From an optimization exercise on the open Yosys and OpenROAD flow, aimed at small area, a short achievable clock period and few clock cycles; shortcuts taken in it are not production practice.
Only simulation tests tie the RTL to the original design; equivalence was not proved.
Power is estimated from default activity; no workload was simulated.

<file path="config.mk">
export PLATFORM = sky130hd
export DESIGN_NAME = axi4_mgr
export DESIGN_NICKNAME = axi4_mgr
export VERILOG_FILES = /design/flow/design.v
export SDC_FILE = /design/flow/constraint.sdc
export NUM_CORES = 4
export LEC_CHECK = 0
export CAP_MARGIN = 20
export CORE_AREA = 10 10 190 190
export CTS_BUF_LIST = sky130_fd_sc_hd__clkbuf_16
export CTS_CLUSTER_DIAMETER = 200
export CTS_CLUSTER_SIZE = 45
export DIE_AREA = 0 0 200 200
export SETUP_SLACK_MARGIN = 2.3
export SLEW_MARGIN = 20
</file>
<file path="constraint.sdc">
create_clock -name core_clock -period 4.5 [get_ports {clk_i}]
set_input_delay 0.9000 -clock core_clock [delete_from_list [all_inputs] [get_ports {clk_i}]]
set_output_delay 0.9000 -clock core_clock [all_outputs]
set_load 0.01 [all_outputs]
</file>
<file path="design.v">
module axi4_mgr # (
  parameter unsigned AXI4_ADDR_WIDTH    = 32,
  parameter unsigned AXI4_DATA_WIDTH    = 64,
  parameter unsigned AXI_XSIZE         = (AXI4_DATA_WIDTH / 8),
  parameter unsigned DATA_COUNT_WIDTH  =  8
) (
  input  logic                         clk_i,
  input  logic                         rstn_i,
  input  logic [                2-1:0] req_i,
  input  logic [  AXI4_ADDR_WIDTH-1:0] axi_wr_addr_i,
  input  logic [  AXI4_ADDR_WIDTH-1:0] axi_rd_addr_i,
  input  logic                         wr_fifo_gnt_i,
  input  logic                         rd_fifo_req_i,
  input  logic [  AXI4_DATA_WIDTH-1:0] wr_fifo_data_i,
  input  logic [ DATA_COUNT_WIDTH-1:0] wr_data_count_i,
  input  logic [ DATA_COUNT_WIDTH-1:0] rd_data_count_i,
  output logic [                2-1:0] busy_o,    
  output logic [                2-1:0] wr_err_o,  
  output logic [                2-1:0] rd_err_o,  
  output logic                         wr_fifo_req_o,
  output logic                         rd_fifo_gnt_o,
  output logic [  AXI4_DATA_WIDTH-1:0] rd_fifo_data_o,
  output logic [  AXI4_ADDR_WIDTH-1:0] m_axi_aw_addr,
  output logic [                8-1:0] m_axi_aw_len,
  output logic [                3-1:0] m_axi_aw_size,
  output logic [                2-1:0] m_axi_aw_burst,
  output logic                         m_axi_aw_valid,
  input  logic                         m_axi_aw_ready,
  output logic [  AXI4_DATA_WIDTH-1:0] m_axi_w_data,
  output logic [AXI4_DATA_WIDTH/8-1:0] m_axi_w_strb,
  output logic                         m_axi_w_last,
  output logic                         m_axi_w_valid,
  input  logic                         m_axi_w_ready,
  input  logic [                2-1:0] m_axi_b_resp,
  input  logic                         m_axi_b_valid,
  output logic                         m_axi_b_ready,
  output logic [  AXI4_ADDR_WIDTH-1:0] m_axi_ar_addr,
  output logic [                8-1:0] m_axi_ar_len,
  output logic [                3-1:0] m_axi_ar_size,
  output logic [                2-1:0] m_axi_ar_burst,
  output logic                         m_axi_ar_valid,
  input  logic                         m_axi_ar_ready,
  input  logic [  AXI4_DATA_WIDTH-1:0] m_axi_r_data,
  input  logic [                2-1:0] m_axi_r_resp,
  input  logic                         m_axi_r_last,
  input  logic                         m_axi_r_valid,
  output logic                         m_axi_r_ready
);
  localparam int AW = AXI4_ADDR_WIDTH;
  logic          busy_wr_r, aw_valid_r, w_valid_r;
  logic [AW-1:3] aw_addr_r;
  logic [   7:0] aw_len_r;      
  logic [   1:0] wr_err_r;
  logic          w_last_r;      
  logic          busy_rd_r, ar_valid_r;
  logic [AW-1:3] ar_addr_r;
  logic [   7:0] ar_len_r;
  logic [   1:0] rd_err_r;
  logic wr_start, rd_start, w_hs, r_hs;
  assign wr_start = req_i[0] & ~busy_wr_r & (wr_data_count_i != '0);
  assign rd_start = req_i[1] & ~busy_rd_r & (rd_data_count_i != '0);
  assign w_hs     = w_valid_r & m_axi_w_ready;
  assign r_hs     = m_axi_r_valid & rd_fifo_req_i;
  assign busy_o         = {busy_rd_r, busy_wr_r};
  assign wr_err_o       = wr_err_r;
  assign rd_err_o       = rd_err_r;
  assign m_axi_aw_addr  = {aw_addr_r, 3'b000};
  assign m_axi_aw_len   = aw_len_r;
  assign m_axi_aw_size  = $clog2(AXI_XSIZE);
  assign m_axi_aw_burst = 2'b01;
  assign m_axi_aw_valid = aw_valid_r;
  assign m_axi_w_data   = wr_fifo_data_i;
  assign m_axi_w_strb   = '1;
  assign m_axi_w_last   = w_last_r;
  assign m_axi_w_valid  = w_valid_r;
  assign wr_fifo_req_o  = w_hs;
  assign m_axi_b_ready  = 1'b1;
  assign m_axi_ar_addr  = {ar_addr_r, 3'b000};
  assign m_axi_ar_len   = ar_len_r;
  assign m_axi_ar_size  = $clog2(AXI_XSIZE);
  assign m_axi_ar_burst = 2'b01;
  assign m_axi_ar_valid = ar_valid_r;
  assign m_axi_r_ready  = rd_fifo_req_i;
  assign rd_fifo_gnt_o  = r_hs;
  assign rd_fifo_data_o = m_axi_r_data;
  always_ff @(posedge clk_i or negedge rstn_i) begin
    if (~rstn_i) begin
      busy_wr_r  <= 1'b0;
      aw_valid_r <= 1'b0;
      w_valid_r  <= 1'b0;
    end else begin
      if (wr_start) begin
        busy_wr_r  <= 1'b1;
        aw_valid_r <= 1'b1;
      end else if (aw_valid_r) begin
        if (m_axi_aw_ready) begin
          aw_valid_r <= 1'b0;
          w_valid_r  <= 1'b1;
        end
      end else if (w_valid_r) begin
        if (m_axi_w_ready && aw_len_r == '0) w_valid_r <= 1'b0;
      end else if (m_axi_b_valid) begin
        busy_wr_r <= 1'b0;
      end
    end
  end
  logic [7:0] wcnt_m, wcnt_n;
  logic       wcnt_d;
  assign wcnt_m = busy_wr_r ? aw_len_r : wr_data_count_i;
  assign wcnt_d = ~busy_wr_r | w_hs;
  assign wcnt_n = wcnt_m - {7'd0, wcnt_d};
  always_ff @(posedge clk_i) begin
    if (~busy_wr_r) aw_addr_r <= axi_wr_addr_i[AW-1:3];
    aw_len_r <= wcnt_n;
    if (wcnt_d) w_last_r <= (wcnt_m == 8'd1);
  end
  always_ff @(posedge clk_i or negedge rstn_i) begin
    if (~rstn_i) begin
      busy_rd_r  <= 1'b0;
      ar_valid_r <= 1'b0;
    end else begin
      if (rd_start) begin
        busy_rd_r  <= 1'b1;
        ar_valid_r <= 1'b1;
      end else if (ar_valid_r) begin
        if (m_axi_ar_ready) ar_valid_r <= 1'b0;
      end else if (r_hs && m_axi_r_last) begin
        busy_rd_r <= 1'b0;
      end
    end
  end
  always_ff @(posedge clk_i) begin
    if (~busy_rd_r) begin
      ar_addr_r <= axi_rd_addr_i[AW-1:3];
      ar_len_r  <= rd_data_count_i - 8'd1;
    end
  end
  always_ff @(posedge clk_i or negedge rstn_i) begin
    if (~rstn_i) begin
      wr_err_r <= '0;
      rd_err_r <= '0;
    end else begin
      if (~busy_wr_r & req_i[0])   wr_err_r <= '0;
      else if (m_axi_b_resp != '0) wr_err_r <= m_axi_b_resp;
      if (~busy_rd_r & req_i[1])   rd_err_r <= '0;
      else if (m_axi_r_resp != '0) rd_err_r <= m_axi_r_resp;
    end
  end
endmodule
</file>
<file path="flow/run.sh">
#!/bin/bash
# Standard ORFS layout, with the port buffers made from the small buf_1 cell
# instead of the delay buffer buffer_ports picks by default.
set -euo pipefail
export BUFFER_PORTS_ARGS="-buffer_cell sky130_fd_sc_hd__buf_1"
bash standard.sh finish > orfs_make.log 2>&1
</file>
<file path="standard.sh">
#!/bin/bash
# synth_recipe.tcl (not shown) runs the flow's synth.tcl, then flattens the netlist and writes it again
# the make line also repeats each setting of config.mk as NAME=value (left out here)
make -C /OpenROAD-flow-scripts/flow DESIGN_CONFIG=/design/flow/config.mk WORK_HOME=/design/flow/orfs CLKGATE_MAP_FILE= SYNTH_SCRIPT=/design/flow/synth_recipe.tcl "${@:-finish}"
</file>
==> flow_summary.json, run 1 <==
{
  "status": "finished clean",
  "vias": 2462,
  "hold_ws_ns": 0.515,
  "port_buffers": 175,
  "synth-seq-area-share_pct": 56.6,
  "clockRootBuffer": "clkbuf_16",
  "yosysUniqueCellTypes": 33,
  "crit_type": "in2out",
  "hold_violations": 0,
  "start_util_pct": 13.3,
  "syn_avg_cell_area_sq_um": 12.6,
  "gr-usage-all-layers_pct": 7.39,
  "muxShareOfSynthArea_pct": 1.89,
  "ys_top_cells_by_area": "edfxtp_1 48%, buf_4 28%, dfrtp_1 5.3%",
  "hold_path_class": "reg2reg",
  "combPwrFrac_pct": 27.1,
  "area_delta_synth_final_pct": 10.3,
  "overflow": 0,
  "cts_tree": "built",
  "wl_per_cell_um": 19.7,
  "finClkSkew_ns": 0.00857,
  "gp_congestion": 0.776,
  "fin_crit_sh_pct": 48.1,
  "ant_nets": 0,
  "fin_crit_ns": 2.17,
  "synth_simple_gate_area_share_pct": 5.67,
  "wirelength_um": 16300,
  "cp-end-kind": "output port",
  "synth_compound_area_share_pct": 2.30,
  "grt_pass1_wl_um": 20000,
  "power.share.switching_pct": 33.6,
  "diodes": 0,
  "final_common_cell": "buf_1",
  "drt_iter0_markers": 94,
  "h-tree-depth": 3,
  "dp.final_hpwl_um": 14400,
  "rsz0062_at_grt": "false",
  "cp_max_fo": 2,
  "synth_edf_count": 67,
  "via_per_inst": 2.97,
  "ios": 464,
  "cts.sinks": 84,
  "synth_flop_cell": "edfxtp_1",
  "fmax_ghz": 0.462,
  "vdd_ir_drop_max_v": 0.000183,
  "synth_fa_ha_area_share_pct": 1.48,
  "numCtsBuffers": 9,
  "grt_pass1_vias": 2533,
  "crit_required_ns": 3.60,
  "layout-drive-gt1-share_pct": 6.62,
  "postCtsHoldBufs": 0,
  "antenna_found_initial": 0,
  "worst_setup_path_start_kind": "primary input",
  "synth_area_leader_cell": "edfxtp_1",
  "r2r_slack_ns": 2.60,
  "die_w_um": 200,
  "fill_cells": 3562,
  "ys_async_sr_fraction_pct": 10.7,
  "synthCells": 335,
  "die-area_sq_um": 40000,
  "finalNetCount": 617,
  "setup_viol": 0,
  "clk_latency_ns": 0.33,
  "clk_path_buf_depth": 2,
  "final_cell_mix": "173 x buf_1, 67 x edfxtp_1, 25 x conb_1",
  "clk_pin_slew_ns": 0.05,
  "synth_top_family_by_area": "buffers and inverters",
  "synth-xor-area-share_pct": 2.69,
  "maxCapViolations": 0,
  "p_switching_mw": 0.924,
  "netlist_area_sq_um": 4240,
  "finalMaxSlewViolations": 0,
  "die_h_um": 200,
  "dr.pass1.iters": 4,
  "finalSetupTns_ns": 0,
  "synth_top_area_share_pct": 47.5,
  "synth-seq-cells": 84,
  "cellPowerDensity_nw_per_um2": 589,
  "rows": 65,
  "coreArea_sq_um": 31800,
  "drc": 0,
  "pwr-share-seq_pct": 47.1,
  "ys_warn_count": 1,
  "worst-slew-pin-transition_ns": 0.754,
  "leakage_nw": 1.56,
  "clkPwrFrac_pct": 25.7,
  "intPower_mw": 1.83,
  "grt_max_degree": 39,
  "slew-limit-headroom_pct": 49.7,
  "arrival_ns": 1.27
}
## worst paths after layout
kind,startpoint,endpoint,depth (start not counted)
worst max-delay path,m_axi_w_ready,wr_fifo_req_o,3
worst min-delay path,wr_err_r[0],wr_err_r[0],2
worst max register to register,busy_wr_r,aw_len_r[4],6
worst min register to register,wr_err_r[0],wr_err_r[0],2
max in group asynchronous,rstn_i,busy_wr_r,1
min in group asynchronous,rstn_i,ar_valid_r,1
## synthesized netlist by cell type, types with 3 or more instances
cell / instances
a21oi_1: 6
edfxtp_1: 67
ha_1: 5
nor3b_1: 3
nor2_1: 6
nand2b_1: 4
inv_1: 14
dfxtp_1: 8
xor2_1: 10
buf_4: 157
xnor2_1: 3
dfrtp_1: 9
mux2i_1: 8
nor3_1: 4
o21ai_0: 5
## power groups by stage
stage / combinational, mW / clock (mW) / sequential [mW]
after floorplan: 0.457 / 0 / 1.39
after global placement: 0.732 / 0 / 1.31
after detailed placement: 0.737 / 0 / 1.32
after CTS: 0.739 / 0.741 / 1.30
after global routing: 0.828 / 0.767 / 1.33
final: 0.747 / 0.707 / 1.30
## flip-flops by register name, indices dropped and copies added, names as in the netlist, 2 cells and up
signal     flops
aw_len_r       8
wr_err_r       2
ar_addr_r     29
rd_err_r       2
aw_addr_r     29
ar_len_r       8
## cell families after synthesis
group / after synthesis
other: 2
XOR/XNOR: 13
flip-flops: 84
adder cells (fa/ha/maj): 5
AND/OR/NAND/NOR: 36
AO/OA/AOI/OAI: 15
buffers and inverters: 172
multiplexers: 8
## repair_timing
action / in CTS / in global routing
endpoints found under the hold margin: 0 / 0
setup endpoints to repair: 2 / 2
setup buffers: 0 / 0
cloned: 0 / 0
resized for setup: 3 / 2
## cell type report
| cell class | count | area [sq um] | share of cell area, % |
|---|---|---|---|
| flip-flops and latches | 84 | 2400 | 51.4 |
| repair buffers | 177 | 698 | 14.9 |
| multi-input cells | 102 | 691 | 14.8 |
| well taps | 435 | 544 | 11.7 |
| clock buffers | 9 | 225 | 4.82 |
| clock inverters | 7 | 61.3 | 1.31 |
| inverters | 14 | 52.6 | 1.13 |
## metrics by stage
stage | total power [mW] | area, sq um | utilization [%] | cells | worst slack (ns)
2_1_floorplan | 1.85 | 4320 | - | 358 | 2.41
3_3_place_gp | 2.04 | 4350 | 13.7 | 811 | 2.16
3_5_place_dp | 2.05 | 4350 | 13.7 | 811 | 2.13
4_1_cts | 2.78 | 4640 | 14.6 | 827 | 2.31
5_1_grt | 2.92 | 4670 | 14.7 | 828 | 2.32
6_report | 2.75 | 4670 | 14.7 | 828 | 2.33
## metal layers
metal	wire [um]	global-route usage, %
met2	8110	13.3
met1	4030	5.10
met5	0	0.764
met4	686	4.51
met3	3520	5.84
## worst max-delay path, cell delays in order
cell	delay [ns]
buf_1	0.09
and2_4	0.17
buf_6	0.10
Testbench counts, summed over its fixed seeds: cycles 38,180.
==> inputs of run 2 (changes only) <==
==> flow/run.sh (replaced) <==
#!/bin/bash
set -euo pipefail
export BUFFER_PORTS_ARGS="-buffer_cell sky130_fd_sc_hd__buf_1"
export SKIP_REPAIR_TIE_FANOUT=1
bash standard.sh finish > orfs_make.log 2>&1
--- a/config.mk
+++ b/config.mk
@@ -8,7 +8,5 @@
 export CAP_MARGIN = 20
 export CORE_AREA = 10 10 190 190
-export CTS_BUF_LIST = sky130_fd_sc_hd__clkbuf_16
-export CTS_CLUSTER_DIAMETER = 200
-export CTS_CLUSTER_SIZE = 45
+export CTS_BUF_LIST = sky130_fd_sc_hd__clkbuf_8
 export DIE_AREA = 0 0 200 200
 export SETUP_SLACK_MARGIN = 2.3
==> run 2 against run 1 <==
  * Still clean on timing, DRC and antenna
  * Total power shrank 7.3%
  * Count of clock-buffer cells in the layout unchanged
  * Flip-flop and latch count unchanged
  * Critical path type unchanged
  * Highest routed layer is now met5
==> flow_summary.json, run 2 <==
{
  "status": "finished clean",
  "dr_wl_met3_um": 3220,
  "wirelength_um": 15600,
  "fmax_ghz": 0.460,
  "synth-seq-cells": 84,
  "setup_viol": 0,
  "drt_iter0_markers": 111,
  "gp_congestion": 0.795,
  "ant_nets": 0,
  "slew-limit-headroom_pct": 54.5,
  "synth-seq-area-share_pct": 56.6,
  "syn_avg_cell_area_sq_um": 12.6,
  "clk_latency_ns": 0.36,
  "crit_type": "in2out",
  "cp_max_fo": 2,
  "grt_pass1_vias": 2420,
  "leakage_nw": 1.43,
  "ys_top_cells_by_area": "edfxtp_1 48%, buf_4 28%, dfrtp_1 5.3%",
  "muxShareOfSynthArea_pct": 1.89,
  "yosysUniqueCellTypes": 33,
  "synth_fa_ha_area_share_pct": 1.48,
  "cp_slowest_cell": "and2_4",
  "finalNetCount": 593,
  "h-tree-depth": 3,
  "hold_violations": 0,
  "critPathTopFamily": "buffers and inverters",
  "worst-slew-pin-transition_ns": 0.682,
  "clk_path_buf_depth": 2,
  "cp-end-kind": "output port",
  "wl_per_cell_um": 19.4,
  "postPlaceCellArea_sq_um": 4260,
  "vdd_ir_drop_max_v": 0.000142,
  "start_util_pct": 13.3,
  "final_cell_mix": "173 x buf_1, 67 x edfxtp_1, 16 x inv_1",
  "overflow": 0,
  "finClkSkew_ns": 0.0147,
  "arrival_ns": 1.27,
  "die-area_sq_um": 40000,
  "port_buffers": 175,
  "clk_pin_slew_ns": 0.08,
  "cts_tree": "built",
  "area_delta_synth_final_pct": 5.41,
  "final_area_sq_um": 4460,
  "grt_max_degree": 31,
  "rsz0062_at_grt": "false",
  "synth-xor-area-share_pct": 2.69,
  "met1_length_um": 3880,
  "cellPowerDensity_nw_per_um2": 571,
  "finalMaxSlewViolations": 0,
  "synth_top_family_by_area": "buffers and inverters",
  "ys_async_sr_fraction_pct": 10.7,
  "fin_crit_ns": 2.17,
  "gr-usage-all-layers_pct": 7.02,
  "worst_setup_path_start_kind": "primary input",
  "top_regs": "ar_addr_r x29, aw_addr_r x29",
  "hold_path_class": "reg2reg",
  "rows": 65,
  "fin_crit_sh_pct": 48.3,
  "synth_simple_gate_area_share_pct": 5.67,
  "synthCells": 335,
  "finalSetupTns_ns": 0,
  "coreArea_sq_um": 31800,
  "via_per_inst": 2.99,
  "layout-drive-gt1-share_pct": 7.05,
  "numCtsBuffers": 9,
  "clockRootBuffer": "clkbuf_8",
  "ios": 464,
  "synth_top_area_share_pct": 47.5,
  "crit_required_ns": 3.60,
  "dr.pass1.iters": 4,
  "dp.final_hpwl_um": 13700,
  "crit_path_max_incr_delay_ns": 0.17,
  "fill_cells": 3558,
  "diodes": 0,
  "ys_warn_count": 1,
  "route.top_layer_used": "met5",
  "postCtsSetupRepairBufs": 0,
  "vias": 2402,
  "netlist_area_sq_um": 4240,
  "antenna_found_initial": 0,
  "grt_pass1_wl_um": 19200,
  "maxCapViolations": 0,
  "yosys-top-cells-count": "157 x buf_4, 67 x edfxtp_1, 14 x inv_1",
  "die_w_um": 200,
  "synth_compound_area_share_pct": 2.30,
  "synth_area_leader_cell": "edfxtp_1",
  "path_buf_inv": 2,
  "synth_flop_cell": "edfxtp_1",
  "p_total_mw": 2.55,
  "die_h_um": 200,
  "synth_most_common_cell": "buf_4",
  "synth_edf_count": 67,
  "drc": 0,
  "final_common_cell": "buf_1",
  "path_cells": "buf_1 -> and2_4 -> buf_6",
  "dr_wl_met2_um": 7840,
  "cts.sinks": 84
}
-- run 2: worst register-to-register path, delay by kind of cell, from the launching register on --
kind	cells	cell delay (ns)
and+or+nand+nor	1	0.12
muxes	2	0.44
xor gates and xnor gates	1	0.15
DFF	1	0.60
adders and majority gates	2	0.47
-- run 2: power breakdown --
part | internal (mW) | switching (mW) | leakage (nW)
registers | 1.16 | 0.139 | 0.816
clock network | 0.250 | 0.275 | 0.0990
logic | 0.230 | 0.498 | 0.515
-- run 2: layout make-up --
cell class / count / area [sq um] / share of cell area, %
timing repair buffer: 176 / 673 / 15.1
inverter: 14 / 56.3 / 1.26
sequential: 84 / 2400 / 53.8
multi-input combinational: 79 / 604 / 13.5
tap: 435 / 544 / 12.2
clock buffer: 9 / 124 / 2.77
clock inverter: 7 / 61.3 / 1.37
-- run 2: path summary, 6_finish.rpt --
kind                               startpoint       endpoint  slack (ns)  depth (start not counted)
worst min-delay path              rd_err_r[0]    rd_err_r[0]        0.52                          2
max in group asynchronous              rstn_i      busy_wr_r        3.45                          1
worst max register to register      busy_wr_r    aw_len_r[4]        2.62                          6
worst max-delay path            m_axi_w_ready  wr_fifo_req_o        2.33                          3
min in group asynchronous              rstn_i      busy_rd_r        0.54                          1
worst min register to register    rd_err_r[0]    rd_err_r[0]        0.52                          2
-- run 2: cells by family after synthesis --
kind of cell,after synthesis
buf+inv,172
flops,84
simple gates,36
compound gates,15
xor+xnor,13
mux,8
fa+ha+maj,5
other cells,2
-- run 2: per-stage QoR --
step | cells | utilization (%) | setup slack, ns | hold slack, ns
floorplan | 335 | - | 2.41 | 0.537
global placement | 788 | 13.4 | 2.15 | 0.508
detailed placement | 788 | 13.4 | 2.10 | 0.511
CTS | 804 | 14.0 | 2.30 | 0.528
global route | 804 | 14.0 | 2.31 | 0.572
finish | 804 | 14.0 | 2.33 | 0.525
-- run 2: repair_timing --
item	4_1_cts	5_1_grt
resized for setup	3	5
endpoints found under the setup margin	3	33
hold buffers	0	0
-- run 2: metal layers --
metal | track usage [%] | vias up
met5 | 1.27 | -
met4 | 4.04 | 2
met3 | 5.58 | 48
met2 | 12.9 | 292
met1 | 4.67 | 1040
li1 | - | 1020
==> inputs of run 3 (changes only) <==
==> flow/run.sh (replaced) <==
#!/bin/bash
set -euo pipefail
export BUFFER_PORTS_ARGS="-buffer_cell sky130_fd_sc_hd__buf_1"
export CTS_ARGS="-sink_clustering_enable -repair_clock_nets -buf_list sky130_fd_sc_hd__clkbuf_8 -dont_use_dummy_load"
bash standard.sh finish > orfs_make.log 2>&1
==> run 3 against run 2 <==
  * Synthesized area is the same
  * Clock skew rose by 0.0021 ns
  * Total power down 3.7%
  * Flip-flop and latch count unchanged
  * Sequential share of layout area is 0.58 points lower
  * Register-to-register slack lost 0.03 ns
  * Count of clock-buffer cells in the layout did not move
  * Non-clock buffer count increased by 1
  * Setup slack improved by 0.0083 ns
  * Critical endpoint unchanged
  * Largest cell class unchanged
  * Highest routed layer unchanged
==> flow_summary.json, run 3 <==
{
  "leakage_nw": 1.48,
  "diodes": 0,
  "fin_crit_ns": 2.17,
  "cts.sinks": 84,
  "ys_top_cells_by_area": "edfxtp_1 48%, buf_4 28%, dfrtp_1 5.3%",
  "setup_viol": 0,
  "path_cells": "buf_1 -> and2_4 -> buf_6",
  "wirelength_um": 16300,
  "grt_pass1_vias": 2513,
  "fin_crit_sh_pct": 48.1,
  "clk_latency_ns": 0.35,
  "vdd_ir_drop_max_v": 0.000183,
  "ff2ff_path_depth": 6,
  "dr.pass1.iters": 4,
  "postCtsHoldBufs": 0,
  "synth-seq-cells": 84,
  "crit_path_max_incr_delay_ns": 0.17,
  "maxCapViolations": 0,
  "cts_tree": "built",
  "netlist_area_sq_um": 4240,
  "cp-end-kind": "output port",
  "synth_area_leader_cell": "edfxtp_1",
  "die-area_sq_um": 40000,
  "coreArea_sq_um": 31800,
  "worst-slew-pin-transition_ns": 0.749,
  "grt_max_degree": 39,
  "cp_slowest_cell": "and2_4",
  "synth-seq-area-share_pct": 56.6,
  "syn_avg_cell_area_sq_um": 12.6,
  "arrival_ns": 1.27,
  "dp_cells": 811,
  "die_h_um": 200,
  "crit_required_ns": 3.60,
  "yosys-top-cells-count": "157 x buf_4, 67 x edfxtp_1, 14 x inv_1",
  "finClkSkew_ns": 0.0169,
  "slew-limit-headroom_pct": 50.1,
  "area_delta_synth_final_pct": 6.44,
  "multi_input_area_sq_um": 691,
  "synth_top_area_share_pct": 47.5,
  "synth_flop_cell": "edfxtp_1",
  "via_per_inst": 2.97,
  "postCtsSetupRepairBufs": 0,
  "finalMaxSlewViolations": 0,
  "hold_violations": 0,
  "cellPowerDensity_nw_per_um2": 545,
  "final_cell_mix": "173 x buf_1, 67 x edfxtp_1, 25 x conb_1",
  "ios": 464,
  "clockRootBuffer": "clkbuf_8",
  "die_w_um": 200,
  "numCtsBuffers": 9,
  "rows": 65,
  "yosysUniqueCellTypes": 33,
  "dp.final_hpwl_um": 14400,
  "final_area_sq_um": 4510,
  "ff_latch_area_sq_um": 2400,
  "whs_path_depth": 2,
  "path_buf_inv": 2,
  "gr-usage-all-layers_pct": 7.36,
  "top_regs": "ar_addr_r x29, aw_addr_r x29",
  "synthCells": 335,
  "finalSetupTns_ns": 0,
  "synth_edf_count": 67,
  "ys_warn_count": 1,
  "clk_path_buf_depth": 2,
  "finalNetCount": 617,
  "fmax_ghz": 0.462,
  "fill_cells": 3575,
  "layout-drive-gt1-share_pct": 5.70,
  "drc": 0,
  "ys_async_sr_fraction_pct": 10.7,
  "h-tree-depth": 3,
  "synth_most_common_cell": "buf_4",
  "hold_path_class": "reg2reg",
  "gp_congestion": 0.776,
  "antenna_found_initial": 0,
  "p_total_mw": 2.46,
  "rsz0062_at_grt": "false",
  "vias": 2441,
  "stdcell_count": 821,
  "port_buffers": 175,
  "cp_max_fo": 2,
  "start_util_pct": 13.3,
  "cts_resized": 3,
  "drt_iter0_markers": 88,
  "postPlaceCellArea_sq_um": 4350,
  "clk_pin_slew_ns": 0.06,
  "critPathTopFamily": "buffers and inverters",
  "overflow": 0,
  "crit_type": "in2out",
  "wl_per_cell_um": 19.9,
  "cp_num_cells": 3,
  "status": "finished clean",
  "grt_pass1_wl_um": 19800,
  "final_common_cell": "buf_1",
  "ant_nets": 0,
  "worst_setup_path_start_kind": "primary input"
}
run 3: cell counts after synthesis:
No cell type changed its count.
run 3: layer usage:
| metal | up-vias | track usage (%) | part of all wire (%) |
|---|---|---|---|
| li1 | 1038 | - | - |
| met1 | 1042 | 5.05 | 24 |
| met2 | 292 | 13.3 | 49 |
| met3 | 67 | 5.86 | 22 |
| met4 | 2 | 4.51 | 4.4 |
| met5 | - | 0.764 | 0.26 |
run 3: worst paths after layout:
kind                                  to  slack [ns]          start
max                        wr_fifo_req_o        2.33  m_axi_w_ready
min                          wr_err_r[0]        0.52    wr_err_r[0]
max reg2reg                  aw_len_r[4]        2.59      busy_wr_r
min reg2reg                  wr_err_r[0]        0.52    wr_err_r[0]
max in group asynchronous      busy_wr_r        3.39         rstn_i
min in group asynchronous    rd_err_r[1]        0.59         rstn_i
run 3: power breakdown:
part           switching [mW]  total [mW]  leakage [nW]  internal [mW]
clock network           0.233       0.412        0.0647          0.179
logic                   0.498       0.746         0.602          0.248
registers               0.143        1.30         0.815           1.15
run 3: cell type report:
cell class / count / share of cell area (%)
Sequential cell: 84 / 53.2
Tap cell: 435 / 12.1
Multi-Input combinational cell: 102 / 15.3
Inverter: 14 / 1.17
Clock buffer: 9 / 2.75
Timing Repair Buffer: 177 / 15.5
run 3: stage by stage:
stage                     util, %  setup slack (ns)  hold WS [ns]
after CTS                    14.1              2.31         0.520
after global placement       13.7              2.16         0.500
after global routing         14.2              2.32         0.567
final                        14.2              2.33         0.517
after floorplan                 -              2.41         0.537
after detailed placement     13.7              2.13         0.506
run 3: logic make-up (layout without fill, tap and decap cells):
| kind of cell | after synthesis | after routing | share of synthesized area, % |
|---|---|---|---|
| other | 2 | 25 | 0.177 |
| muxes | 8 | 8 | 1.89 |
| adders and majority gates | 5 | 5 | 1.48 |
| and+or+nand+nor | 36 | 36 | 5.67 |
| DFF | 84 | 84 | 56.6 |
| buffers and inverters | 172 | 200 | 29.2 |
| xor gates and xnor gates | 13 | 13 | 2.69 |
| AOI/OAI and AO/OA | 15 | 15 | 2.30 |
run 3: tightest hold or removal path, stage by stage, from the launching register on:
cell and delay, ns:
dfrtp_1 0.34, a21oi_1 0.07, nor2_1 0.07
==> inputs of run 4 (changes only) <==
==> flow/run.sh (replaced) <==
#!/bin/bash
set -euo pipefail
export BUFFER_PORTS_ARGS="-buffer_cell sky130_fd_sc_hd__buf_1"
export CTS_ARGS="-sink_clustering_enable -repair_clock_nets -buf_list sky130_fd_sc_hd__clkbuf_8 -dont_use_dummy_load -sink_clustering_size 30 -sink_clustering_max_diameter 150"
bash standard.sh finish > orfs_make.log 2>&1
==> run 4 against run 3 <==
  * Still clean
  * Die area unchanged
  * Wire length unchanged
  * Combinational power about the same
  * Clock skew unchanged
  * Utilization unchanged
  * Maximum frequency unchanged
  * Critical path depth unchanged
  * Clock power about the same
  * Sequential power about the same
  * Sequential share of layout area unchanged
  * Global-route usage unchanged
  * First-iteration DRC count unchanged
  * Critical path type unchanged
  * Largest cell class unchanged
==> flow_summary.json, run 4 <==
{
  "status": "finished clean",
  "power.share.switching_pct": 35.6,
  "path_cells": "buf_1 -> and2_4 -> buf_6",
  "critPathTopFamily": "buffers and inverters",
  "synth_area_leader_cell": "edfxtp_1",
  "synthCells": 335,
  "cp_max_fo": 2,
  "combPwrFrac_pct": 30.4,
  "coreArea_sq_um": 31800,
  "dr.pass1.iters": 4,
  "antenna_found_initial": 0,
  "finalSetupTns_ns": 0,
  "met1_length_um": 3950,
  "arrival_ns": 1.27,
  "cp_slowest_cell": "and2_4",
  "finalNetCount": 617,
  "r2r_end": "aw_len_r[4]",
  "p_total_mw": 2.46,
  "dr_wl_met3_um": 3550,
  "maxCapViolations": 0,
  "syn_avg_cell_area_sq_um": 12.6,
  "dp_cells": 811,
  "layout-drive-gt1-share_pct": 5.70,
  "ant_nets": 0,
  "endpoint": "wr_fifo_req_o",
  "ys_warn_count": 1,
  "finClkSkew_ns": 0.0169,
  "clockRootBuffer": "clkbuf_8",
  "vdd_ir_drop_max_v": 0.000183,
  "grt_max_degree": 39,
  "rows": 65,
  "grt_pass1_wl_um": 19800,
  "crit_type": "in2out",
  "vias": 2441,
  "start_util_pct": 13.3,
  "clkPwrFrac_pct": 16.8,
  "die_w_um": 200,
  "wl_per_cell_um": 19.9,
  "wirelength_um": 16300,
  "ios": 464,
  "grt_pass1_vias": 2513,
  "finalMaxSlewViolations": 0,
  "fin_crit_sh_pct": 48.1,
  "die_h_um": 200,
  "drt_iter0_markers": 88,
  "clk_latency_ns": 0.35,
  "route.top_layer_used": "met5",
  "reg2reg_from": "busy_wr_r",
  "rsz0062_at_grt": "false",
  "diodes": 0,
  "overflow": 0,
  "dr_wl_met2_um": 8050,
  "fmax_ghz": 0.462,
  "dp.final_hpwl_um": 14400,
  "ys_top_cells_by_area": "edfxtp_1 48%, buf_4 28%, dfrtp_1 5.3%",
  "r2r_slack_ns": 2.59,
  "ys_async_sr_fraction_pct": 10.7,
  "final_common_cell": "buf_1",
  "synth-seq-cells": 84,
  "intPower_mw": 1.58,
  "synth_flop_cell": "edfxtp_1",
  "crit_path_max_incr_delay_ns": 0.17,
  "yosys-top-cells-count": "157 x buf_4, 67 x edfxtp_1, 14 x inv_1",
  "numCtsBuffers": 9,
  "slew-limit-headroom_pct": 50.1,
  "yosysUniqueCellTypes": 33,
  "netlist_area_sq_um": 4240,
  "crit_start": "m_axi_w_ready",
  "top_regs": "ar_addr_r x29, aw_addr_r x29",
  "ff2ff_path_depth": 6,
  "cp_num_cells": 3,
  "worst_setup_path_start_kind": "primary input",
  "gp_congestion": 0.776,
  "worst-slew-pin-transition_ns": 0.749,
  "hold_violations": 0,
  "p_switching_mw": 0.874,
  "die-area_sq_um": 40000,
  "drc": 0,
  "final_cell_mix": "173 x buf_1, 67 x edfxtp_1, 25 x conb_1",
  "area_delta_synth_final_pct": 6.44,
  "synth_edf_count": 67,
  "cellPowerDensity_nw_per_um2": 545,
  "clk_path_buf_depth": 2,
  "hold_path_class": "reg2reg",
  "via_per_inst": 2.97,
  "clk_pin_slew_ns": 0.06,
  "pwr-share-seq_pct": 52.8,
  "cts_tree": "built",
  "port_buffers": 175,
  "leakage_nw": 1.48,
  "cts.sinks": 84,
  "stdcell_count": 821,
  "synth_top_area_share_pct": 47.5,
  "gr-usage-all-layers_pct": 7.36,
  "crit_required_ns": 3.60,
  "synth_most_common_cell": "buf_4",
  "h-tree-depth": 3,
  "fin_crit_ns": 2.17,
  "setup_viol": 0,
  "cp-end-kind": "output port",
  "fill_cells": 3575,
  "path_buf_inv": 2,
  "synth-seq-area-share_pct": 56.6
}
run 4: cell counts in the layout (fill, tap and decap cells not counted):
No cell type changed its count.
run 4: logic make-up (layout without fill, tap and decap cells):
logic type	count (synthesis)	after routing	share of synthesized area, %
xor+xnor	13	13	2.69
buf+inv	172	200	29.2
flops	84	84	56.6
simple gates	36	36	5.67
fa+ha+maj	5	5	1.48
mux	8	8	1.89
other cells	2	25	0.177
compound gates	15	15	2.30
run 4: through the flow:
step	area, sq um	worst slack [ns]	util (%)	hold WS [ns]
after floorplan	4320	2.41	-	0.537
after global placement	4350	2.16	13.7	0.500
after detailed placement	4350	2.13	13.7	0.506
after CTS	4480	2.31	14.1	0.520
after global routing	4510	2.32	14.2	0.567
final	4510	2.33	14.2	0.517
run 4: worst reg2reg max path, delay by kind of cell (launching register included):
kind | cells | cell delay (ns)
AND/OR/NAND/NOR | 1 | 0.11
flip-flops | 1 | 0.64
XOR/XNOR | 1 | 0.15
multiplexers | 2 | 0.45
adder cells (fa/ha/maj) | 2 | 0.43
run 4: worst min-delay path by stage:
stage | startpoint | end | slack (ns) | cells after the start
global placement | wr_err_r[0] | wr_err_r[0] | 0.50 | 2
finish | wr_err_r[0] | wr_err_r[0] | 0.52 | 2
global route | wr_err_r[0] | wr_err_r[0] | 0.57 | 2
detailed placement | wr_err_r[0] | wr_err_r[0] | 0.51 | 2
CTS | wr_err_r[0] | wr_err_r[0] | 0.52 | 2
floorplan | busy_rd_r | rd_err_r[0] | 0.54 | 2
run 4: routing by layer:
metal  vias up  track usage [%]
li1       1038                -
met2       292             13.3
met1      1042             5.05
met5         -            0.764
met4         2             4.51
met3        67             5.86
run 4: power groups by stage:
stage	registers [mW]	clock network (mW)	logic [mW]
final	1.30	0.412	0.746
after global routing	1.32	0.463	0.828
after CTS	1.30	0.442	0.739
after detailed placement	1.32	0	0.737
after global placement	1.31	0	0.732
after floorplan	1.39	0	0.457
run 4: what timing repair did:
item                                    4_1_cts  5_1_grt
gates resized for setup                       3        2
pin swaps                                     0        0
buffers inserted                              0        0
hold buffers                                  0        0
endpoints found under the setup margin        2        2
run 4: final cells by class:
class | instances | area [sq um] | area share, %
Inverter | 14 | 52.6 | 1.17
Timing Repair Buffer | 177 | 698 | 15.5
Multi-Input combinational cell | 102 | 691 | 15.3
Tap cell | 435 | 544 | 12.1
Clock buffer | 9 | 124 | 2.75
Sequential cell | 84 | 2400 | 53.2
==> inputs of run 5 (changes only) <==
==> flow/run.sh (replaced) <==
#!/bin/bash
set -euo pipefail
export BUFFER_PORTS_ARGS="-buffer_cell sky130_fd_sc_hd__buf_1"
export SKIP_REPAIR_TIE_FANOUT=1
export CTS_ARGS="-repair_clock_nets -dont_use_dummy_load -buf_list sky130_fd_sc_hd__clkbuf_8"
bash standard.sh finish > orfs_make.log 2>&1
==> run 5 against run 4 <==
  * Flip-flop and latch count did not move
  * Total power fell by 0.33%
  * Highest routed layer unchanged
  * Wire length fell by 4.6%
  * Still clean on timing, DRC and antenna
  * Synthesized cell count did not move
  * Count of clock-buffer cells in the layout did not move
  * Critical path type unchanged
==> flow_summary.json, run 5 <==
{
  "status": "finished clean",
  "top_regs": "ar_addr_r x29, aw_addr_r x29",
  "cp-end-kind": "output port",
  "synth_edf_count": 67,
  "area_delta_synth_final_pct": 3.90,
  "synth_most_common_cell": "buf_4",
  "gp_congestion": 0.795,
  "start_util_pct": 13.3,
  "cts.sinks": 84,
  "dp.final_hpwl_um": 13700,
  "place_ws_ns": 2.10,
  "crit_required_ns": 3.60,
  "via_per_inst": 2.98,
  "netlist_area_sq_um": 4240,
  "multi_input_area_sq_um": 604,
  "syn_avg_cell_area_sq_um": 12.6,
  "ys_warn_count": 1,
  "crit_type": "in2out",
  "coreArea_sq_um": 31800,
  "met3_usage_pct": 5.71,
  "fmax_ghz": 0.460,
  "dr.pass1.iters": 4,
  "antenna_found_initial": 0,
  "ys_async_sr_fraction_pct": 10.7,
  "overflow": 0,
  "fin_crit_ns": 2.17,
  "final_common_cell": "buf_1",
  "clk_path_buf_depth": 2,
  "rsz0062_at_grt": "true",
  "clockRootBuffer": "clkbuf_8",
  "finClkSkew_ns": 0.0187,
  "yosysUniqueCellTypes": 33,
  "postCtsSetupRepairBufs": 0,
  "h-tree-depth": 3,
  "p_total_mw": 2.45,
  "clk_latency_ns": 0.35,
  "synth_top_area_share_pct": 47.5,
  "synthCells": 335,
  "postLayoutCoreUtil_pct": 13.8,
  "grt_pass1_wl_um": 19100,
  "finalNetCount": 593,
  "cts_resized": 3,
  "busiest_layer": "met2",
  "grt_pass1_vias": 2398,
  "maxCapViolations": 0,
  "fin_crit_sh_pct": 48.3,
  "vdd_ir_drop_max_v": 0.000137,
  "rows": 65,
  "final_area_sq_um": 4400,
  "cts_tree": "built",
  "die-area_sq_um": 40000,
  "die_w_um": 200,
  "vias": 2379,
  "cellPowerDensity_nw_per_um2": 556,
  "worst_setup_path_start_kind": "primary input",
  "leakage_nw": 1.39,
  "worst-slew-pin-transition_ns": 0.679,
  "ys_top_cells_by_area": "edfxtp_1 48%, buf_4 28%, dfrtp_1 5.3%",
  "gr-usage-met2_pct": 12.9,
  "synth-seq-cells": 84,
  "slew-limit-headroom_pct": 54.7,
  "wirelength_um": 15600,
  "postCtsHoldBufs": 0,
  "die_h_um": 200,
  "final_cell_mix": "173 x buf_1, 67 x edfxtp_1, 13 x inv_1",
  "ff_latch_area_sq_um": 2400,
  "fill_cells": 3559,
  "synth-seq-area-share_pct": 56.6,
  "finalMaxSlewViolations": 0,
  "ant_nets": 0,
  "setup_viol": 0,
  "hold_path_class": "reg2reg",
  "clk_pin_slew_ns": 0.07,
  "yosys-top-cells-count": "157 x buf_4, 67 x edfxtp_1, 14 x inv_1",
  "met1_usage_pct": 4.56,
  "diodes": 0,
  "port_buffers": 175,
  "arrival_ns": 1.27,
  "drt_iter0_markers": 100,
  "hold_violations": 0,
  "layout-drive-gt1-share_pct": 6.08,
  "wl_per_cell_um": 19.5,
  "postPlaceCellArea_sq_um": 4260,
  "layout_setup_ws_ns": 2.33,
  "drc": 0,
  "numCtsBuffers": 9,
  "synth_flop_cell": "edfxtp_1",
  "gr-usage-all-layers_pct": 7.00,
  "finalSetupTns_ns": 0,
  "grt_max_degree": 31,
  "cp_max_fo": 2,
  "ios": 464,
  "synth_area_leader_cell": "edfxtp_1"
}
## run 5: cell types whose count changed in the layout (fill, tap and decap cells not counted), sizes merged
cell	previous run	this run
clkbuf	11	9
buf	175	176
clkinvlp	0	1
clkinv	1	0
conb	25	2
## run 5: final timing paths
path                                     from             to  slack, ns  depth (start not counted)
min in group asynchronous              rstn_i      busy_rd_r       0.56                          1
worst min register to register    rd_err_r[0]    rd_err_r[0]       0.52                          2
worst max register to register      busy_wr_r    aw_len_r[4]       2.53                          6
worst max-delay path            m_axi_w_ready  wr_fifo_req_o       2.33                          3
worst min-delay path              rd_err_r[0]    rd_err_r[0]       0.52                          2
max in group asynchronous              rstn_i      busy_wr_r       3.47                          1
## run 5: cell families after synthesis
group                      after synthesis  synth area share (%)
AOI/OAI and AO/OA                       15                  2.30
xor gates and xnor gates                13                  2.69
adders and majority gates                5                  1.48
buffers and inverters                  172                  29.2
DFF                                     84                  56.6
muxes                                    8                  1.89
other                                    2                 0.177
and+or+nand+nor                         36                  5.67
## run 5: power breakdown
part	switching, mW	internal, mW	total, mW
Combinational	0.498	0.231	0.729
Clock	0.245	0.179	0.424
Sequential	0.139	1.16	1.29
## run 5: final cells by class
class                      count  area share (%)
multi-input combinational     79            13.7
tap                          435            12.4
timing repair buffer         176            15.3
inverter                      14            1.28
sequential                    84            54.5
clock buffer                   9            2.81
## run 5: critical path, stage by stage
cell and delay, ns:
buf_1 0.11, and2_4 0.17, buf_6 0.10
## run 5: stage by stage
step                      hold WS [ns]  instances
after CTS                        0.527        797
final                            0.523        797
after global routing             0.570        797
after floorplan                  0.537        335
after detailed placement         0.511        788
after global placement           0.508        788
## run 5: routing by layer
metal / vias up / part of all wire, %
li1: 1013 / -
met1: 1019 / 24
met2: 298 / 50
met3: 47 / 22
met4: 2 / 3.7
met5: - / 0.42
==> inputs of run 6 (changes only) <==
==> flow/run.sh (replaced) <==
#!/bin/bash
set -euo pipefail
export BUFFER_PORTS_ARGS="-buffer_cell sky130_fd_sc_hd__buf_1"
export SKIP_REPAIR_TIE_FANOUT=1
export CTS_ARGS="-sink_clustering_enable -repair_clock_nets -dont_use_dummy_load -buf_list {sky130_fd_sc_hd__clkbuf_2 sky130_fd_sc_hd__clkbuf_4 sky130_fd_sc_hd__clkbuf_8}"
bash standard.sh finish > orfs_make.log 2>&1
==> run 6 against run 5 <==
  * Sequential share of layout area stayed put
  * Maximum frequency stayed put
  * Setup slack stayed put
  * Final cell count stayed put
  * First-iteration DRC count stayed put
  * Wire length stayed put
  * Critical path depth stayed put
  * Cell area stayed put
  * Worst hold slack stayed put
  * Count of clock-buffer cells in the layout stayed put
  * Global-route usage stayed put
  * Sequential power hardly changed
  * Highest routed layer unchanged
==> flow_summary.json, run 6 <==
{
  "area_delta_synth_final_pct": 3.90,
  "synth-seq-cells": 84,
  "synthCells": 335,
  "fin_crit_ns": 2.17,
  "antenna_found_initial": 0,
  "gr-usage-all-layers_pct": 7.00,
  "maxCapViolations": 0,
  "layout_setup_ws_ns": 2.33,
  "ys_async_sr_fraction_pct": 10.7,
  "crit_required_ns": 3.60,
  "ant_nets": 0,
  "finalNetCount": 593,
  "finClkSkew_ns": 0.0187,
  "met3_usage_pct": 5.71,
  "top_regs": "ar_addr_r x29, aw_addr_r x29",
  "final_cell_mix": "173 x buf_1, 67 x edfxtp_1, 13 x inv_1",
  "gp_congestion": 0.795,
  "vdd_ir_drop_max_v": 0.000137,
  "synth_most_common_cell": "buf_4",
  "worst_setup_path_start_kind": "primary input",
  "vias": 2379,
  "status": "finished clean",
  "syn_avg_cell_area_sq_um": 12.6,
  "ys_warn_count": 1,
  "min_from": "rd_err_r[0]",
  "clockRootBuffer": "clkbuf_8",
  "reg2reg_from": "busy_wr_r",
  "cts.sinks": 84,
  "fin_crit_sh_pct": 48.3,
  "leakage_nw": 1.39,
  "r2r_end": "aw_len_r[4]",
  "ff2ff_path_depth": 6,
  "grt_max_degree": 31,
  "synth_flop_cell": "edfxtp_1",
  "p_total_mw": 2.45,
  "hold_path_class": "reg2reg",
  "finalMaxSlewViolations": 0,
  "rows": 65,
  "numCtsBuffers": 9,
  "wirelength_um": 15600,
  "crit_type": "in2out",
  "yosysUniqueCellTypes": 33,
  "stdcell_count": 797,
  "final_common_cell": "buf_1",
  "synth_top_area_share_pct": 47.5,
  "clk_pin_slew_ns": 0.07,
  "port_buffers": 175,
  "r2r_slack_ns": 2.53,
  "place_ws_ns": 2.10,
  "postCtsHoldBufs": 0,
  "dr.pass1.iters": 4,
  "drc": 0,
  "dp.final_hpwl_um": 13700,
  "grt_pass1_vias": 2398,
  "slew-limit-headroom_pct": 54.7,
  "hold-path-endpoint": "rd_err_r[0]",
  "h-tree-depth": 3,
  "cp_slowest_cell": "and2_4",
  "setup_viol": 0,
  "die-area_sq_um": 40000,
  "ios": 464,
  "die_w_um": 200,
  "netlist_area_sq_um": 4240,
  "synth_edf_count": 67,
  "cellPowerDensity_nw_per_um2": 556,
  "busiest_layer": "met2",
  "grt_pass1_wl_um": 19100,
  "yosys-top-cells-count": "157 x buf_4, 67 x edfxtp_1, 14 x inv_1",
  "met1_usage_pct": 4.56,
  "diodes": 0,
  "cp-end-kind": "output port",
  "layout-drive-gt1-share_pct": 6.08,
  "fmax_ghz": 0.460,
  "dp_cells": 788,
  "crit_path_max_incr_delay_ns": 0.17,
  "coreArea_sq_um": 31800,
  "drt_iter0_markers": 100,
  "worst-slew-pin-transition_ns": 0.679,
  "path_cells": "buf_1 -> and2_4 -> buf_6",
  "clk_path_buf_depth": 2,
  "via_per_inst": 2.98,
  "finalSetupTns_ns": 0,
  "arrival_ns": 1.27,
  "synth_area_leader_cell": "edfxtp_1",
  "hold_violations": 0,
  "clk_latency_ns": 0.35,
  "ys_top_cells_by_area": "edfxtp_1 48%, buf_4 28%, dfrtp_1 5.3%",
  "wl_per_cell_um": 19.5,
  "start_util_pct": 13.3,
  "synth-seq-area-share_pct": 56.6,
  "postCtsSetupRepairBufs": 0,
  "whs_path_depth": 2,
  "cp_max_fo": 2,
  "gr-usage-met2_pct": 12.9,
  "overflow": 0,
  "die_h_um": 200,
  "cts_tree": "built",
  "rsz0062_at_grt": "true"
}
-- run 6: layout make-up --
type	instances	area, sq um
repair buffers	176	673
fillers	3559	27400
flip-flops and latches	84	2400
well taps	435	544
multi-input cells	79	604
clock buffers	9	124
inverters	14	56.3
-- run 6: critical path, delay by kind of cell --
family | cells | cell delay [ns]
buffers and inverters | 2 | 0.21
AND/OR/NAND/NOR | 1 | 0.17
-- run 6: cell families after synthesis --
group	Yosys count	share of synthesized area [%]
muxes	8	1.89
AOI/OAI and AO/OA	15	2.30
adders and majority gates	5	1.48
and+or+nand+nor	36	5.67
xor gates and xnor gates	13	2.69
DFF	84	56.6
buffers and inverters	172	29.2
other	2	0.177
-- run 6: worst max-delay path by stage --
stage                     slack [ns]       endpoint           from  cells past startpoint
final                           2.33  wr_fifo_req_o  m_axi_w_ready                      3
after global routing            2.29      busy_o[0]      busy_wr_r                      1
after CTS                       2.30  wr_fifo_req_o  m_axi_w_ready                      3
after detailed placement        2.10    aw_len_r[4]  m_axi_w_ready                      8
after global placement          2.15    aw_len_r[4]  m_axi_w_ready                      8
after floorplan                 2.41    aw_len_r[4]  m_axi_w_ready                      7
-- run 6: timing repair --
action,in CTS,in global routing
gates resized for setup,3,4
setup endpoints to repair,3,32
hold endpoints to repair,0,0
-- run 6: power by group --
group,leakage [nW],total [mW],internal (mW),switching [mW]
combinational,0.515,0.729,0.231,0.498
sequential,0.815,1.29,1.16,0.139
clock,0.0647,0.424,0.179,0.245
total,1.39,2.45,1.57,0.881
-- run 6: through the flow --
stage | util, % | instance area [sq um] | hold WS (ns)
6_report | 13.8 | 4400 | 0.523
5_1_grt | 13.8 | 4400 | 0.570
4_1_cts | 13.8 | 4390 | 0.527
3_5_place_dp | 13.4 | 4260 | 0.511
3_3_place_gp | 13.4 | 4260 | 0.508
2_1_floorplan | - | 4240 | 0.537
-- run 6: layer usage --
layer / part of all wire (%) / up-vias
met5: 0.42 / -
met4: 3.7 / 2
met3: 22 / 47
met2: 50 / 298
met1: 24 / 1019
li1: - / 1013
==> inputs of run 7 (changes only) <==
==> flow/run.sh (replaced) <==
#!/bin/bash
set -euo pipefail
export BUFFER_PORTS_ARGS="-buffer_cell sky130_fd_sc_hd__buf_1"
export SKIP_REPAIR_TIE_FANOUT=1
export CTS_ARGS="-sink_clustering_enable -repair_clock_nets -dont_use_dummy_load -buf_list sky130_fd_sc_hd__clkbuf_8 -sink_clustering_levels 1 -sink_clustering_size 30 -sink_clustering_max_diameter 200"
bash standard.sh finish > orfs_make.log 2>&1
==> run 7 against run 6 <==
  * Flip-flop and latch count is the same
  * First-iteration DRC count is the same
  * Combinational power is essentially flat
  * Total power is the same
  * Setup slack is the same
  * Synthesized cell count is the same
  * Critical path depth is the same
  * Wire length is the same
  * Clock power is essentially flat
  * Count of clock-buffer cells in the layout is the same
  * Critical endpoint unchanged
==> flow_summary.json, run 7 <==
{
  "postCtsHoldBufs": 0,
  "yosys-top-cells-count": "157 x buf_4, 67 x edfxtp_1, 14 x inv_1",
  "die_w_um": 200,
  "top_regs": "ar_addr_r x29, aw_addr_r x29",
  "synth-seq-area-share_pct": 56.6,
  "wirelength_um": 15600,
  "status": "finished clean",
  "final_area_sq_um": 4400,
  "cp_max_fo": 2,
  "netlist_area_sq_um": 4240,
  "fin_crit_ns": 2.17,
  "finalNetCount": 593,
  "port_buffers": 175,
  "die-area_sq_um": 40000,
  "synth_area_leader_cell": "edfxtp_1",
  "area_delta_synth_final_pct": 3.90,
  "overflow": 0,
  "clk_latency_ns": 0.35,
  "wl_per_cell_um": 19.5,
  "yosysUniqueCellTypes": 33,
  "gr-usage-all-layers_pct": 7.00,
  "hold_path_class": "reg2reg",
  "dp_cells": 788,
  "postPlaceCellArea_sq_um": 4260,
  "postCtsSetupRepairBufs": 0,
  "muxShareOfSynthArea_pct": 1.89,
  "hold-path-endpoint": "rd_err_r[0]",
  "p_total_mw": 2.45,
  "synthCells": 335,
  "multi_input_area_sq_um": 604,
  "rsz0062_at_grt": "true",
  "grt_max_degree": 31,
  "whs_path_depth": 2,
  "syn_avg_cell_area_sq_um": 12.6,
  "grt_pass1_wl_um": 19100,
  "r2r_slack_ns": 2.53,
  "cts.sinks": 84,
  "slew-limit-headroom_pct": 54.7,
  "ff2ff_path_depth": 6,
  "reg2reg_from": "busy_wr_r",
  "setup_viol": 0,
  "stdcell_count": 797,
  "antenna_found_initial": 0,
  "cp-end-kind": "output port",
  "ys_async_sr_fraction_pct": 10.7,
  "numCtsBuffers": 9,
  "ant_nets": 0,
  "dp.final_hpwl_um": 13700,
  "fmax_ghz": 0.460,
  "rows": 65,
  "synth-xor-area-share_pct": 2.69,
  "synth_top_family_by_area": "buffers and inverters",
  "ys_warn_count": 1,
  "crit_required_ns": 3.60,
  "place_ws_ns": 2.10,
  "cts_tree": "built",
  "synth_top_area_share_pct": 47.5,
  "gp_congestion": 0.795,
  "drc": 0,
  "min_from": "rd_err_r[0]",
  "synth_simple_gate_area_share_pct": 5.67,
  "coreArea_sq_um": 31800,
  "drt_iter0_markers": 100,
  "synth_most_common_cell": "buf_4",
  "layout-drive-gt1-share_pct": 6.08,
  "h-tree-depth": 3,
  "cellPowerDensity_nw_per_um2": 556,
  "hold_violations": 0,
  "finalSetupTns_ns": 0,
  "synth_compound_area_share_pct": 2.30,
  "synth_flop_cell": "edfxtp_1",
  "fin_crit_sh_pct": 48.3,
  "clockRootBuffer": "clkbuf_8",
  "dr.pass1.iters": 4,
  "postLayoutCoreUtil_pct": 13.8,
  "finClkSkew_ns": 0.0187,
  "start_util_pct": 13.3,
  "vias": 2379,
  "ios": 464,
  "fill_cells": 3559,
  "grt_pass1_vias": 2398,
  "hold_ws_ns": 0.523,
  "clk_pin_slew_ns": 0.07,
  "maxCapViolations": 0,
  "synth_edf_count": 67,
  "die_h_um": 200,
  "final_common_cell": "buf_1",
  "synth_fa_ha_area_share_pct": 1.48,
  "synth-seq-cells": 84,
  "crit_type": "in2out",
  "ys_top_cells_by_area": "edfxtp_1 48%, buf_4 28%, dfrtp_1 5.3%",
  "via_per_inst": 2.98,
  "layout_setup_ws_ns": 2.33,
  "clk_path_buf_depth": 2,
  "r2r_end": "aw_len_r[4]",
  "ff_latch_area_sq_um": 2400,
  "vdd_ir_drop_max_v": 0.000137,
  "leakage_nw": 1.39,
  "arrival_ns": 1.27,
  "worst_setup_path_start_kind": "primary input",
  "final_cell_mix": "173 x buf_1, 67 x edfxtp_1, 13 x inv_1",
  "worst-slew-pin-transition_ns": 0.679,
  "finalMaxSlewViolations": 0,
  "diodes": 0
}
[run 7: cell counts in the layout (fill, tap and decap cells not counted)]
No cell type changed its count.
[run 7: layer usage]
layer	track usage (%)	vias up	part of all wire, %
met5	1.27	-	0.42
met4	3.95	2	3.7
met3	5.71	47	22
met2	12.9	298	50
met1	4.56	1019	24
li1	-	1013	-
[run 7: how the worst max path moves through the flow]
stage	startpoint	endpoint	slack, ns	depth (start not counted)
4_1_cts	m_axi_w_ready	wr_fifo_req_o	2.30	3
3_5_place_dp	m_axi_w_ready	aw_len_r[4]	2.10	8
5_1_grt	busy_wr_r	busy_o[0]	2.29	1
2_1_floorplan	m_axi_w_ready	aw_len_r[4]	2.41	7
3_3_place_gp	m_axi_w_ready	aw_len_r[4]	2.15	8
6_report	m_axi_w_ready	wr_fifo_req_o	2.33	3
[run 7: cell families (layout without fill, tap and decap cells)]
kind of cell             Yosys count  in the layout
XOR/XNOR                          13             13
adder cells (fa/ha/maj)            5              5
AND/OR/NAND/NOR                   36             36
other                              2              2
multiplexers                       8              8
AO/OA/AOI/OAI                     15             15
buffers and inverters            172            199
flip-flops                        84             84
[run 7: cell type report]
type / instances / area share, %
Timing Repair Buffer: 176 / 15.3
Multi-Input combinational cell: 79 / 13.7
Inverter: 14 / 1.28
Clock buffer: 9 / 2.81
Tap cell: 435 / 12.4
Sequential cell: 84 / 54.5
[run 7: power breakdown]
| group | internal [mW] | switching, mW | total (mW) |
|---|---|---|---|
| Combinational | 0.231 | 0.498 | 0.729 |
| Clock | 0.179 | 0.245 | 0.424 |
| Sequential | 1.16 | 0.139 | 1.29 |
[run 7: what timing repair did]
item                                    CTS  global route
pin swaps                                 0             0
endpoints found under the hold margin     0             0
endpoints found under the setup margin    3            32
resized for setup                         3             4
cloned                                    0             0
[run 7: worst max-delay path, cell delays in order]
cell	delay [ns]
buf_1	0.11
and2_4	0.17
buf_6	0.10
==> inputs of run 8 (changes only) <==
==> flow/run.sh (replaced) <==
#!/bin/bash
set -euo pipefail
export BUFFER_PORTS_ARGS="-buffer_cell sky130_fd_sc_hd__buf_1"
export SKIP_REPAIR_TIE_FANOUT=1
export CTS_ARGS="-sink_clustering_enable -repair_clock_nets -dont_use_dummy_load -buf_list sky130_fd_sc_hd__clkbuf_8"
bash standard.sh finish > orfs_make.log 2>&1
--- a/config.mk
+++ b/config.mk
@@ -10,4 +10,4 @@
 export CTS_BUF_LIST = sky130_fd_sc_hd__clkbuf_8
 export DIE_AREA = 0 0 200 200
-export SETUP_SLACK_MARGIN = 2.3
+export SETUP_SLACK_MARGIN = 2.25
 export SLEW_MARGIN = 20
==> run 8 against run 7 <==
  * Largest power group unchanged
  * Global-route usage hardly changed
  * Clock skew is 0.0014 ns higher
  * Non-clock buffer count unchanged
  * Cell area fell by 0.23%
  * Sequential power is essentially flat
  * Synthesized area unchanged
  * Clock power hardly changed
  * Sequential share of layout area grew 0.12 points
  * Die area did not move
  * Register-to-register slack hardly changed
  * Total power is 0.15% lower
  * Synthesized cell count unchanged
  * Still clean
==> flow_summary.json, run 8 <==
{
  "status": "finished clean",
  "synth-xor-area-share_pct": 2.69,
  "synth_top_family_by_area": "buffers and inverters",
  "layout-drive-gt1-share_pct": 5.52,
  "wirelength_um": 15600,
  "hold_violations": 0,
  "finalNetCount": 593,
  "worst-slew-pin-transition_ns": 0.679,
  "diodes": 0,
  "yosys-top-cells-count": "157 x buf_4, 67 x edfxtp_1, 14 x inv_1",
  "synth_top_area_share_pct": 47.5,
  "fin_crit_ns": 2.22,
  "die-area_sq_um": 40000,
  "gp_congestion": 0.795,
  "finalSetupTns_ns": 0,
  "combPwrFrac_pct": 29.6,
  "coreArea_sq_um": 31800,
  "gr-usage-all-layers_pct": 7.00,
  "rsz0062_at_grt": "false",
  "antenna_found_initial": 0,
  "layout_setup_ws_ns": 2.28,
  "p_total_mw": 2.44,
  "power.share.switching_pct": 36.1,
  "postPlaceCellArea_sq_um": 4260,
  "postCtsHoldBufs": 0,
  "start_util_pct": 13.3,
  "multi_input_area_sq_um": 602,
  "vias": 2389,
  "ys_async_sr_fraction_pct": 10.7,
  "grt_pass1_wl_um": 19100,
  "synth_area_leader_cell": "edfxtp_1",
  "overflow": 0,
  "clk_path_buf_depth": 2,
  "cp-end-kind": "output port",
  "die_w_um": 200,
  "p_switching_mw": 0.882,
  "postLayoutCoreUtil_pct": 13.8,
  "area_delta_synth_final_pct": 3.66,
  "worst_setup_path_start_kind": "primary input",
  "synth_flop_cell": "edfxtp_1",
  "clkPwrFrac_pct": 17.4,
  "ant_nets": 0,
  "clk_latency_ns": 0.35,
  "hold_path_class": "reg2reg",
  "vdd_ir_drop_max_v": 0.000137,
  "pwr-share-seq_pct": 53.0,
  "dp.final_hpwl_um": 13700,
  "fin_crit_sh_pct": 49.4,
  "via_per_inst": 3.00,
  "crit_type": "in2out",
  "synth_compound_area_share_pct": 2.30,
  "ios": 464,
  "synth-seq-area-share_pct": 56.6,
  "synthCells": 335,
  "numCtsBuffers": 9,
  "port_buffers": 175,
  "rows": 65,
  "finalMaxSlewViolations": 0,
  "ys_warn_count": 1,
  "ys_top_cells_by_area": "edfxtp_1 48%, buf_4 28%, dfrtp_1 5.3%",
  "finClkSkew_ns": 0.0201,
  "crit_required_ns": 3.60,
  "synth_edf_count": 67,
  "die_h_um": 200,
  "final_cell_mix": "174 x buf_1, 67 x edfxtp_1, 13 x inv_1",
  "arrival_ns": 1.32,
  "dr.pass1.iters": 4,
  "final_area_sq_um": 4390,
  "ff_latch_area_sq_um": 2400,
  "postCtsSetupRepairBufs": 0,
  "place_ws_ns": 2.10,
  "slew-limit-headroom_pct": 54.7,
  "h-tree-depth": 3,
  "cellPowerDensity_nw_per_um2": 557,
  "fmax_ghz": 0.450,
  "muxShareOfSynthArea_pct": 1.89,
  "netlist_area_sq_um": 4240,
  "synth-seq-cells": 84,
  "clk_pin_slew_ns": 0.07,
  "maxCapViolations": 0,
  "clockRootBuffer": "clkbuf_8",
  "drc": 0,
  "drt_iter0_markers": 105,
  "synth_fa_ha_area_share_pct": 1.48,
  "synth_most_common_cell": "buf_4",
  "grt_max_degree": 31,
  "fill_cells": 3562,
  "top_regs": "ar_addr_r x29, aw_addr_r x29",
  "intPower_mw": 1.56,
  "leakage_nw": 1.39,
  "wl_per_cell_um": 19.5,
  "cts.sinks": 84,
  "cts_tree": "built",
  "syn_avg_cell_area_sq_um": 12.6,
  "setup_viol": 0,
  "cp_max_fo": 2,
  "synth_simple_gate_area_share_pct": 5.67,
  "grt_pass1_vias": 2398,
  "final_common_cell": "buf_1",
  "yosysUniqueCellTypes": 33
}
run 8: cell families after synthesis:
kind of cell,after synthesis
mux,8
flops,84
buf+inv,172
other cells,2
simple gates,36
xor+xnor,13
compound gates,15
fa+ha+maj,5
run 8: final timing paths:
path | start | endpoint | slack [ns] | cells after the start
worst min register to register | rd_err_r[0] | rd_err_r[0] | 0.52 | 2
worst max register to register | busy_wr_r | aw_len_r[4] | 2.52 | 6
worst min-delay path | rd_err_r[0] | rd_err_r[0] | 0.52 | 2
worst max-delay path | m_axi_w_ready | wr_fifo_req_o | 2.28 | 3
min in group asynchronous | rstn_i | busy_rd_r | 0.56 | 1
max in group asynchronous | rstn_i | busy_wr_r | 3.47 | 1
run 8: repair_timing:
action	in CTS	in global routing
resized for setup	2	1
endpoints found under the hold margin	0	0
gates cloned	0	0
setup endpoints to repair	2	30
run 8: metal layers:
metal,routed length (um),GRT usage (%)
met4,573,3.95
met2,7830,12.9
met5,66,1.27
met3,3350,5.71
met1,3750,4.54
run 8: area by class of cell:
class	count	area share, %
flip-flops and latches	84	54.6
repair buffers	176	15.2
multi-input cells	79	13.7
well taps	435	12.4
clock buffers	9	2.82
inverters	14	1.28
run 8: metrics by stage:
step / cells / hold WS [ns]
2_1_floorplan: 335 / 0.537
3_3_place_gp: 788 / 0.508
3_5_place_dp: 788 / 0.511
4_1_cts: 797 / 0.527
5_1_grt: 797 / 0.570
6_report: 797 / 0.523
run 8: worst max-delay path, stage by stage:
cell    delay (ns)
buf_1         0.10
and2_1        0.17
buf_2         0.15
run 8: power groups by stage:
stage,sequential [mW],clock (mW),combinational [mW]
after floorplan,1.39,0,0.457
final,1.29,0.425,0.724
after global placement,1.31,0,0.743
after global routing,1.33,0.476,0.813
after detailed placement,1.32,0,0.752
after CTS,1.30,0.451,0.754

re-timing with driven ports:
Ports are ideal in the flow. The routed layouts listed here were re-timed in OpenROAD.
Step 1 sets driving cells, clkbuf_16 on the clock port and buf_2 on the other inputs (assumed; they add their load-dependent delay and slew).
Step 2, shift: input delay + t, output delay - t, t = (earliest + latest rising clock arrival at the registers) / 2. This alone moves slack from input paths to output paths.
Three values: no drivers, after step 1, after step 2; two values: the first two.
run | shift t [ns] | setup WS [ns] | hold slack, ns | slew at the worst register clock pin (ns) | cell pins on the clock port's net
run 1 | 0.372 | 2.335 / 2.285 / 2.183 | 0.515 / 0.515 / 0.515 | 0.07 / 0.07 | 1
run 2 | 0.394 | 2.327 / 2.286 / 2.185 | 0.525 / 0.525 / 0.525 | 0.09 / 0.09 | 1
run 3 | 0.376 | 2.335 / 2.285 / 2.183 | 0.517 / 0.517 / 0.517 | 0.09 / 0.09 | 1
run 4 | 0.376 | 2.335 / 2.285 / 2.183 | 0.517 / 0.517 / 0.517 | 0.09 / 0.09 | 1
run 5 | 0.383 | 2.326 / 2.285 / 2.161 | 0.523 / 0.523 / 0.523 | 0.08 / 0.08 | 1
run 6 | 0.383 | 2.326 / 2.285 / 2.161 | 0.523 / 0.523 / 0.523 | 0.08 / 0.08 | 1
run 7 | 0.383 | 2.326 / 2.285 / 2.161 | 0.523 / 0.523 / 0.523 | 0.08 / 0.08 | 1
run 8 | 0.383 | 2.278 / 2.237 / 2.144 | 0.523 / 0.523 / 0.523 | 0.08 / 0.08 | 1
After both steps every run listed still meets setup and hold.
